Background: an optimization exercise with open tools, aiming at small area and a short achievable clock period. Do not read the settings as production practice. In this exercise RTL edits were held to simulation tests only and were not proved equivalent to the original. No activity file was given, so power comes from the tool's default toggle rates.

==> module cpu, before the edit <==
module cpu (
    input clk,
    input reset,
    output [31:0] iaddr,
    input [31:0] idata,
    output [31:0] daddr,
    input [31:0] drdata,
    output [31:0] dwdata,
    output [3:0] dwe
);
    wire [6:0] op = idata[6:0];
    wire [2:0] f3 = idata[14:12];
    wire is_load   = ~op[6] & ~op[5] & ~op[4];
    wire is_store  = ~op[6] &  op[5] & ~op[4];
    wire is_branch =  op[6] & ~op[2];
    wire is_jal    =  op[6] &  op[3];
    wire is_jalr   =  op[6] &  op[2] & ~op[3];
    wire is_lui    = ~op[6] &  op[5] &  op[2];
    wire is_auipc  = ~op[6] & ~op[5] &  op[2];
    wire regwrite  = ~is_branch & ~is_store;
    wire s = idata[31];
    wire [31:0] imm_i  = {{20{s}}, idata[31:20]};
    wire [31:0] imm_ls = {{20{s}}, idata[31:25], is_store ? idata[11:7] : idata[24:20]};
    wire [31:0] imm_u  = {idata[31:12], 12'b0};
    wire [31:0] imm_b  = {{20{s}}, idata[7], idata[30:25], idata[11:8], 1'b0};
    wire [31:0] imm_j  = {{12{s}}, idata[19:12], idata[20], idata[30:21], 1'b0};
    wire [31:0] imm_pc = op[6] ? (op[2] ? imm_j : imm_b) : imm_u;    
    reg [31:1] pc;
    assign iaddr = {pc, 1'b0};
    wire [31:0] rv1, rv2;
    reg [31:0] wdata;
    registers REGISTERS(
        .clk(clk), .rs1(idata[19:15]), .rs2(idata[24:20]), .rd(idata[11:7]),
        .we(regwrite), .wdata(wdata), .rv1(rv1), .rv2(rv2)
    );
    wire [31:0] agu;
    ksadd AGU(.a(rv1), .b(imm_ls), .y(agu));
    assign daddr = agu;
    wire [31:0] a = rv1;
    wire [31:0] b = op[5] ? rv2 : imm_i;
    wire sub = op[6] | (~f3[2] & f3[1]) | ((f3 == 3'b000) & op[5] & idata[30]);
    wire [32:0] sum;
    wire [31:0] gn, pn, x;
    ksaddc ADDSUB(.a(a), .b(b ^ {32{sub}}), .cin(sub), .y(sum[31:0]), .cout(sum[32]),
                  .gn(gn), .pn(pn), .x(x));
    wire eq  = &x;               
    wire ltu = ~sum[32];
    wire lt  = (a[31] ^ b[31]) ? a[31] : sum[31];
    wire [31:0] sh, srev;
    shifter SHIFT(.a(a), .left(~f3[2]), .sh(b[4:0]), .f(idata[30] & a[31]), .y(sh));
    genvar i;
    generate
        for (i = 0; i < 32; i = i + 1) begin : g_rev
            assign srev[i] = sh[31 - i];
        end
    endgenerate
    reg [31:0] aluout;
    always @(*) begin
        case (f3)
            3'b000: aluout = sum[31:0];
            3'b001: aluout = srev;
            3'b010: aluout = {31'b0, lt};
            3'b011: aluout = {31'b0, ltu};
            3'b100: aluout = x;
            3'b101: aluout = sh;
            3'b110: aluout = ~pn;
            default: aluout = ~gn;
        endcase
    end
    wire [31:0] pc4 = {pc[31:2] + 30'd1, pc[1], 1'b0};
    wire [31:0] pcimm = {pc, 1'b0} + imm_pc;
    wire taken = (f3[2] ? (f3[1] ? ltu : lt) : eq) ^ f3[0];
    wire [31:0] npc = is_jalr ? agu : ((is_jal | (is_branch & taken)) ? pcimm : pc4);
    always @(posedge clk) begin
        if (reset) pc <= 31'b0;
        else pc <= npc[31:1];
    end
    wire [1:0] ea = agu[1:0];
    wire [7:0] lb = ea[1] ? (ea[0] ? drdata[31:24] : drdata[23:16])
                          : (ea[0] ? drdata[15:8]  : drdata[7:0]);
    wire [15:0] lh = ea[1] ? drdata[31:16] : drdata[15:0];
    wire hmis = f3[0] & ea[0];
    wire lsign = ~f3[2] & ~hmis & (f3[0] ? lh[15] : lb[7]);
    wire [31:0] ld;
    assign ld[7:0]   = f3[1] ? drdata[7:0]   : (f3[0] ? (hmis ? 8'b0 : lh[7:0])  : lb);
    assign ld[15:8]  = f3[1] ? drdata[15:8]  : (f3[0] ? (hmis ? 8'b0 : lh[15:8]) : {8{lsign}});
    assign ld[31:16] = f3[1] ? drdata[31:16] : {16{lsign}};
    always @(*) begin
        if (is_load) wdata = ld;
        else if (is_lui) wdata = imm_u;
        else if (is_auipc) wdata = pcimm;
        else if (op[6]) wdata = pc4;           
        else wdata = aluout;
    end
    assign dwdata[7:0]   = rv2[7:0];
    assign dwdata[15:8]  = (f3[1:0] == 2'b00) ? rv2[7:0] : rv2[15:8];
    assign dwdata[23:16] = f3[1] ? rv2[23:16] : rv2[7:0];
    assign dwdata[31:24] = f3[1] ? rv2[31:24] : (f3[0] ? rv2[15:8] : rv2[7:0]);
    wire a0 = (ea == 2'b00);
    assign dwe[0] = is_store & a0;
    assign dwe[1] = is_store & ((f3[1] | f3[0]) ? a0 : (ea == 2'b01));
    assign dwe[2] = is_store & (f3[1] ? a0 : (ea == 2'b10));
    assign dwe[3] = is_store & (f3[1] ? a0 : (f3[0] ? (ea == 2'b10) : (ea == 2'b11)));
endmodule
export LEC_CHECK = 0
export ABC_CLOCK_PERIOD_IN_PS = 10000
export CAP_MARGIN = 10
export CORE_MARGIN = 2
export CORE_UTILIZATION = 40
export CTS_BUF_LIST = sky130_fd_sc_hd__clkbuf_8
export CTS_CLUSTER_SIZE = 20
export SLEW_MARGIN = 10
export SYNTH_HIERARCHICAL = 1
create_clock -name core_clock -period 15.0 [get_ports {clk}]
standard.sh (not shown) runs the stock make flow with config.mk's settings and CLKGATE_MAP_FILE= SYNTH_SCRIPT=/design/flow/synth_recipe.tcl, a recipe that flattens the netlist after the stock synthesis.
==> flow/flow/run.sh <==
#!/bin/bash
# Layout flow: the standard ORFS flow (standard.sh, unchanged synthesis,
# floorplan, power grid, placement, CTS and routing), run with a larger setup
# repair margin so that timing repair keeps improving the critical paths, and
# with buf_2 cells as the port buffers. The make output goes to orfs_make.log;
# each ORFS step keeps its own log under orfs/logs/.
set -euo pipefail
bash standard.sh \
    SETUP_SLACK_MARGIN=5.5 \
    "BUFFER_PORTS_ARGS=-buffer_cell sky130_fd_sc_hd__buf_2" \
    finish > orfs_make.log 2>&1
Change:
--- a/flow/design.v
+++ b/flow/design.v
@@ -346,7 +346,7 @@
     end
     assign dwdata[7:0]   = rv2[7:0];
-    assign dwdata[15:8]  = (f3[1:0] == 2'b00) ? rv2[7:0] : rv2[15:8];
-    assign dwdata[23:16] = f3[1] ? rv2[23:16] : rv2[7:0];
-    assign dwdata[31:24] = f3[1] ? rv2[31:24] : (f3[0] ? rv2[15:8] : rv2[7:0]);
+    assign dwdata[15:8]  = ea[0] ? rv2[7:0] : rv2[15:8];
+    assign dwdata[23:16] = ea[1] ? rv2[7:0] : rv2[23:16];
+    assign dwdata[31:24] = ea[1] ? (ea[0] ? rv2[7:0] : rv2[15:8]) : rv2[31:24];
     wire a0 = (ea == 2'b00);
     assign dwe[0] = is_store & a0;
Outcome:
- The changed run finished with timing, DRC and antenna clean
- combinational power stays flat
- die area is about the same
- wire length shrinks by about 1.2%
- worst hold slack stays flat
- non-clock buffer count shrinks by 22
- global-route usage shrinks by 0.36 points

-- port drivers added, routing unchanged --
The flow's constraints put no driver on any port. The routed layouts listed below were extracted and timed again, unchanged, in two steps. Step 1 (the two cells are an assumption about what drives the block):
set clk [get_ports {clk}]
set_driving_cell -lib_cell sky130_fd_sc_hd__clkbuf_16 $clk
set_driving_cell -lib_cell sky130_fd_sc_hd__buf_2 [delete_from_list [all_inputs] $clk]
Step 2 also shifts input and output timing later by t, the mid clock arrival at the registers, as if the neighbouring blocks saw the same clock. Three values: ideal ports, drivers, drivers and shift; two values: the first two.
| run | t, ns | setup slack, ns | worst hold slack (ns) | worst setup path after step 2 | clock arrival spread, ns |
|---|---|---|---|---|---|
| the first run | 1.023 | 5.371 / 5.302 / 4.400 | 0.495 / 0.495 / 0.495 | input to register | 0.069 / 0.070 |
| the second run | 0.995 | 5.339 / 5.303 / 4.459 | 0.496 / 0.496 / 0.496 | input to register | 0.078 / 0.078 |
After both steps every run listed still meets setup and hold. The setup slack of the first run, which loses most, moves by -0.069 ns with the drivers and by -0.971 ns with both steps.
